From an optimization exercise on the open Yosys and OpenROAD flow, aimed at small area; shortcuts taken in it are not production practice.
The RTL was checked by simulation tests, not by an equivalence proof against the original design.
No activity file was given, so power comes from the tool's default toggle rates. The flow treats the clock pin as an ideal source, which a real chip does not have.

==> flow/design.v (excerpt) <==
module AXI_Sram #(
    parameter   DATA_WIDTH  = 64,
                ADDR_WIDTH  = 32,
                ID_WIDTH    = 1,
                USER_WIDTH  = 1,
                STRB_WIDTH  = (DATA_WIDTH/8)
)(
    input                       ACLK,
    input                       ARESETn,
    input      [ADDR_WIDTH-1:0] AWADDR,
    input      [7:0]            AWLEN,
    input      [2:0]            AWSIZE,
    input      [1:0]            AWBURST,
    input                       AWVALID,
    output reg                  AWREADY,
    input      [DATA_WIDTH-1:0] WDATA,
    input      [STRB_WIDTH-1:0] WSTRB,
    input                       WLAST,
    input                       WVALID,
    output reg                  WREADY,
    output     [1:0]            BRESP,
    output reg                  BVALID,
    input                       BREADY,
    input      [ADDR_WIDTH-1:0] ARADDR,
    input      [7:0]            ARLEN,
    input      [2:0]            ARSIZE,
    input      [1:0]            ARBURST,
    input                       ARVALID,
    output reg                  ARREADY,
    output     [DATA_WIDTH-1:0] RDATA,
    output     [1:0]            RRESP,
    output reg                  RLAST,
  ...
export LEC_CHECK = 0
export CAP_MARGIN = 20
export CORE_MARGIN = 2
export CORE_UTILIZATION = 60
export GPL_TIMING_DRIVEN = 0
export PLACE_DENSITY = 0.8
export SLEW_MARGIN = 20
export SYNTH_HIERARCHICAL = 1
create_clock -name core_clock -period 14.0 [get_ports {ACLK}]
standard.sh (not shown) runs the stock make flow with config.mk's settings and CLKGATE_MAP_FILE= SYNTH_SCRIPT=/design/flow/synth_recipe.tcl, a recipe that flattens the netlist after the stock synthesis.
==> flow/flow/run.sh <==
#!/bin/bash
# The standard ORFS flow (standard.sh): the synthesis unchanged, then the
# layout with:
#  - port buffers of the smallest buffer cell,
#  - a clock tree of larger sink clusters and no dummy loads,
#  - one tie cell per constant instead of one per constant output,
#  - the buffers ABC inserted removed at floorplan (REMOVE_ABC_BUFFERS),
#  - buffers of drive 6 and up kept out of the data-net repair (added to the
#    platform's don't-use list after synthesis).
# The tools' output goes to synth.log and flow.log in this folder; ORFS also
# keeps each step's log under orfs/logs/.
set -o pipefail
bash standard.sh synth > synth.log 2>&1 || exit 1
bash standard.sh \
  "DONT_USE_CELLS=sky130_fd_sc_hd__probe_p_8 sky130_fd_sc_hd__probec_p_8 sky130_fd_sc_hd__lpflow_bleeder_1 sky130_fd_sc_hd__lpflow_clkbufkapwr_1 sky130_fd_sc_hd__lpflow_clkbufkapwr_16 sky130_fd_sc_hd__lpflow_clkbufkapwr_2 sky130_fd_sc_hd__lpflow_clkbufkapwr_4 sky130_fd_sc_hd__lpflow_clkbufkapwr_8 sky130_fd_sc_hd__lpflow_clkinvkapwr_1 sky130_fd_sc_hd__lpflow_clkinvkapwr_16 sky130_fd_sc_hd__lpflow_clkinvkapwr_2 sky130_fd_sc_hd__lpflow_clkinvkapwr_4 sky130_fd_sc_hd__lpflow_clkinvkapwr_8 sky130_fd_sc_hd__lpflow_decapkapwr_12 sky130_fd_sc_hd__lpflow_decapkapwr_3 sky130_fd_sc_hd__lpflow_decapkapwr_4 sky130_fd_sc_hd__lpflow_decapkapwr_6 sky130_fd_sc_hd__lpflow_decapkapwr_8 sky130_fd_sc_hd__lpflow_inputiso0n_1 sky130_fd_sc_hd__lpflow_inputiso0p_1 sky130_fd_sc_hd__lpflow_inputiso1n_1 sky130_fd_sc_hd__lpflow_inputiso1p_1 sky130_fd_sc_hd__lpflow_inputisolatch_1 sky130_fd_sc_hd__lpflow_isobufsrc_1 sky130_fd_sc_hd__lpflow_isobufsrc_16 sky130_fd_sc_hd__lpflow_isobufsrc_2 sky130_fd_sc_hd__lpflow_isobufsrc_4 sky130_fd_sc_hd__lpflow_isobufsrc_8 sky130_fd_sc_hd__lpflow_isobufsrckapwr_16 sky130_fd_sc_hd__lpflow_lsbuf_lh_hl_isowell_tap_1 sky130_fd_sc_hd__lpflow_lsbuf_lh_hl_isowell_tap_2 sky130_fd_sc_hd__lpflow_lsbuf_lh_hl_isowell_tap_4 sky130_fd_sc_hd__lpflow_lsbuf_lh_isowell_4 sky130_fd_sc_hd__lpflow_lsbuf_lh_isowell_tap_1 sky130_fd_sc_hd__lpflow_lsbuf_lh_isowell_tap_2 sky130_fd_sc_hd__lpflow_lsbuf_lh_isowell_tap_4 sky130_fd_sc_hd__buf_6 sky130_fd_sc_hd__buf_8 sky130_fd_sc_hd__buf_12 sky130_fd_sc_hd__buf_16 sky130_fd_sc_hd__bufbuf_8 sky130_fd_sc_hd__bufbuf_16" \
  "BUFFER_PORTS_ARGS=-buffer_cell sky130_fd_sc_hd__buf_1" \
  "CTS_ARGS=-sink_clustering_enable -repair_clock_nets -dont_use_dummy_load -sink_clustering_size 30 -sink_clustering_max_diameter 80 -buf_list sky130_fd_sc_hd__clkbuf_16" \
  SKIP_REPAIR_TIE_FANOUT=1 REMOVE_ABC_BUFFERS=1 \
  finish > flow.log 2>&1
==> next run, changes <==
--- a/flow/flow/run.sh
+++ b/flow/flow/run.sh
@@ -7,3 +7,3 @@
 #  - the buffers ABC inserted removed at floorplan (REMOVE_ABC_BUFFERS),
-#  - buffers of drive 6 and up kept out of the data-net repair (added to the
+#  - buffers of drive 8 and up kept out of the data-net repair (added to the
 #    platform's don't-use list after synthesis).
@@ -16,3 +16,3 @@
   "BUFFER_PORTS_ARGS=-buffer_cell sky130_fd_sc_hd__buf_1" \
-  "CTS_ARGS=-sink_clustering_enable -repair_clock_nets -dont_use_dummy_load -sink_clustering_size 30 -sink_clustering_max_diameter 80 -buf_list sky130_fd_sc_hd__clkbuf_16" \
+  "CTS_ARGS=-sink_clustering_enable -repair_clock_nets -dont_use_dummy_load -sink_clustering_size 27 -sink_clustering_max_diameter 80 -buf_list sky130_fd_sc_hd__clkbuf_16" \
   SKIP_REPAIR_TIE_FANOUT=1 REMOVE_ABC_BUFFERS=1 \
What happened: Worst hold slack hardly moves. Synthesized area stays the same. Die area stays the same. Setup slack degrades by 38 ps. Total power increases by 0.33%. Flip-flop and latch count does not change. Final area hardly moves. Utilization stays flat. Routed wire length is lower by 0.31%.
==> next run, changes <==
==> flow/flow/run.sh (replaced) <==
#!/bin/bash
# The standard ORFS flow (standard.sh, unchanged synthesis) with:
#  - port buffers of the smallest buffer cell,
#  - a clock tree of larger sink clusters and no dummy loads,
#  - one tie cell per constant instead of one per constant output,
#  - the buffers ABC inserted removed at floorplan (REMOVE_ABC_BUFFERS).
# The whole ORFS/OpenROAD output goes to flow.log in this folder; ORFS also
# keeps each step's log under orfs/logs/.
set -o pipefail
bash standard.sh \
  "BUFFER_PORTS_ARGS=-buffer_cell sky130_fd_sc_hd__buf_1" \
  "CTS_ARGS=-sink_clustering_enable -repair_clock_nets -dont_use_dummy_load -sink_clustering_size 27 -sink_clustering_max_diameter 80 -buf_list sky130_fd_sc_hd__clkbuf_16" \
  SKIP_REPAIR_TIE_FANOUT=1 REMOVE_ABC_BUFFERS=1 \
  finish > flow.log 2>&1
Result:
- The new run went through all stages and came out clean
- wire length rises by 0.74%
- register-to-register slack got worse by 40 ps
- utilization came out higher by 0.38 points
- clock power hardly moves
- non-clock buffer count is unchanged
- final cell count hardly moves
- design area rises by 0.58%
- flip-flop and latch count does not change
- synthesized cell count is unchanged
- fmax went down by 0.39%
- clock skew barely changes
==> next run, changes <==
==> flow/flow/run.sh (replaced) <==
#!/bin/bash
# The standard ORFS flow (standard.sh): the synthesis unchanged, then the
# layout with:
#  - port buffers of the smallest buffer cell,
#  - a clock tree of larger sink clusters and no dummy loads,
#  - one tie cell per constant instead of one per constant output,
#  - the buffers ABC inserted removed at floorplan (REMOVE_ABC_BUFFERS),
#  - buffers of drive 8 and up kept out of the data-net repair (added to the
#    platform's don't-use list after synthesis).
# The tools' output goes to synth.log and flow.log in this folder; ORFS also
# keeps each step's log under orfs/logs/.
set -o pipefail
bash standard.sh synth > synth.log 2>&1 || exit 1
bash standard.sh \
  "DONT_USE_CELLS=sky130_fd_sc_hd__probe_p_8 sky130_fd_sc_hd__probec_p_8 sky130_fd_sc_hd__lpflow_bleeder_1 sky130_fd_sc_hd__lpflow_clkbufkapwr_1 sky130_fd_sc_hd__lpflow_clkbufkapwr_16 sky130_fd_sc_hd__lpflow_clkbufkapwr_2 sky130_fd_sc_hd__lpflow_clkbufkapwr_4 sky130_fd_sc_hd__lpflow_clkbufkapwr_8 sky130_fd_sc_hd__lpflow_clkinvkapwr_1 sky130_fd_sc_hd__lpflow_clkinvkapwr_16 sky130_fd_sc_hd__lpflow_clkinvkapwr_2 sky130_fd_sc_hd__lpflow_clkinvkapwr_4 sky130_fd_sc_hd__lpflow_clkinvkapwr_8 sky130_fd_sc_hd__lpflow_decapkapwr_12 sky130_fd_sc_hd__lpflow_decapkapwr_3 sky130_fd_sc_hd__lpflow_decapkapwr_4 sky130_fd_sc_hd__lpflow_decapkapwr_6 sky130_fd_sc_hd__lpflow_decapkapwr_8 sky130_fd_sc_hd__lpflow_inputiso0n_1 sky130_fd_sc_hd__lpflow_inputiso0p_1 sky130_fd_sc_hd__lpflow_inputiso1n_1 sky130_fd_sc_hd__lpflow_inputiso1p_1 sky130_fd_sc_hd__lpflow_inputisolatch_1 sky130_fd_sc_hd__lpflow_isobufsrc_1 sky130_fd_sc_hd__lpflow_isobufsrc_16 sky130_fd_sc_hd__lpflow_isobufsrc_2 sky130_fd_sc_hd__lpflow_isobufsrc_4 sky130_fd_sc_hd__lpflow_isobufsrc_8 sky130_fd_sc_hd__lpflow_isobufsrckapwr_16 sky130_fd_sc_hd__lpflow_lsbuf_lh_hl_isowell_tap_1 sky130_fd_sc_hd__lpflow_lsbuf_lh_hl_isowell_tap_2 sky130_fd_sc_hd__lpflow_lsbuf_lh_hl_isowell_tap_4 sky130_fd_sc_hd__lpflow_lsbuf_lh_isowell_4 sky130_fd_sc_hd__lpflow_lsbuf_lh_isowell_tap_1 sky130_fd_sc_hd__lpflow_lsbuf_lh_isowell_tap_2 sky130_fd_sc_hd__lpflow_lsbuf_lh_isowell_tap_4 sky130_fd_sc_hd__buf_8 sky130_fd_sc_hd__buf_12 sky130_fd_sc_hd__buf_16" \
  "BUFFER_PORTS_ARGS=-buffer_cell sky130_fd_sc_hd__buf_1" \
  "CTS_ARGS=-sink_clustering_enable -repair_clock_nets -dont_use_dummy_load -sink_clustering_size 27 -sink_clustering_max_diameter 80 -buf_list sky130_fd_sc_hd__clkbuf_16" \
  SKIP_REPAIR_TIE_FANOUT=1 REMOVE_ABC_BUFFERS=1 \
  finish > flow.log 2>&1
The changed run ran to the end with no violations. Power went down by about 0.6%. Sequential power stays flat. Final area fell by 0.39%. Setup slack improves by 53 ps. Synthesized area is unchanged. Die area stays the same. Count of clock-buffer cells in the layout stays the same. Flip-flop and latch count stays the same. Utilization decreases by 0.26 points. Routed wire length is about the same.

-- what the ideal ports hide --
The flow's constraints put no driver on any port. The routed layouts listed below were extracted and timed again, unchanged, in two steps. Step 1 (the two cells are an assumption about what drives the block):
set clk [get_ports {ACLK}]
set_driving_cell -lib_cell sky130_fd_sc_hd__clkbuf_16 $clk
set_driving_cell -lib_cell sky130_fd_sc_hd__buf_2 [delete_from_list [all_inputs] $clk]
Step 2 times the ports against the registers' clock, not the clock port: input delays grow and output delays shrink by t, the midpoint of the rising clock arrivals with the driver on. Slacks: no drivers / after step 1 / after step 2; pairs: no drivers / after step 1.
| run | t, ns | slack for setup (ns) | worst register clock-pin slew, ns | pins driven straight from the clock port |
|---|---|---|---|---|
| the first run | 0.682 | 3.512 / 3.512 / 3.512 | 0.11 / 0.11 | 1 |
| the second run | 0.688 | 3.474 / 3.474 / 3.474 | 0.10 / 0.10 | 1 |
| the third run | 0.696 | 3.433 / 3.433 / 3.433 | 0.11 / 0.11 | 1 |
| the fourth run | 0.701 | 3.486 / 3.486 / 3.486 | 0.10 / 0.10 | 1 |
After both steps setup and hold are still met in every run listed.
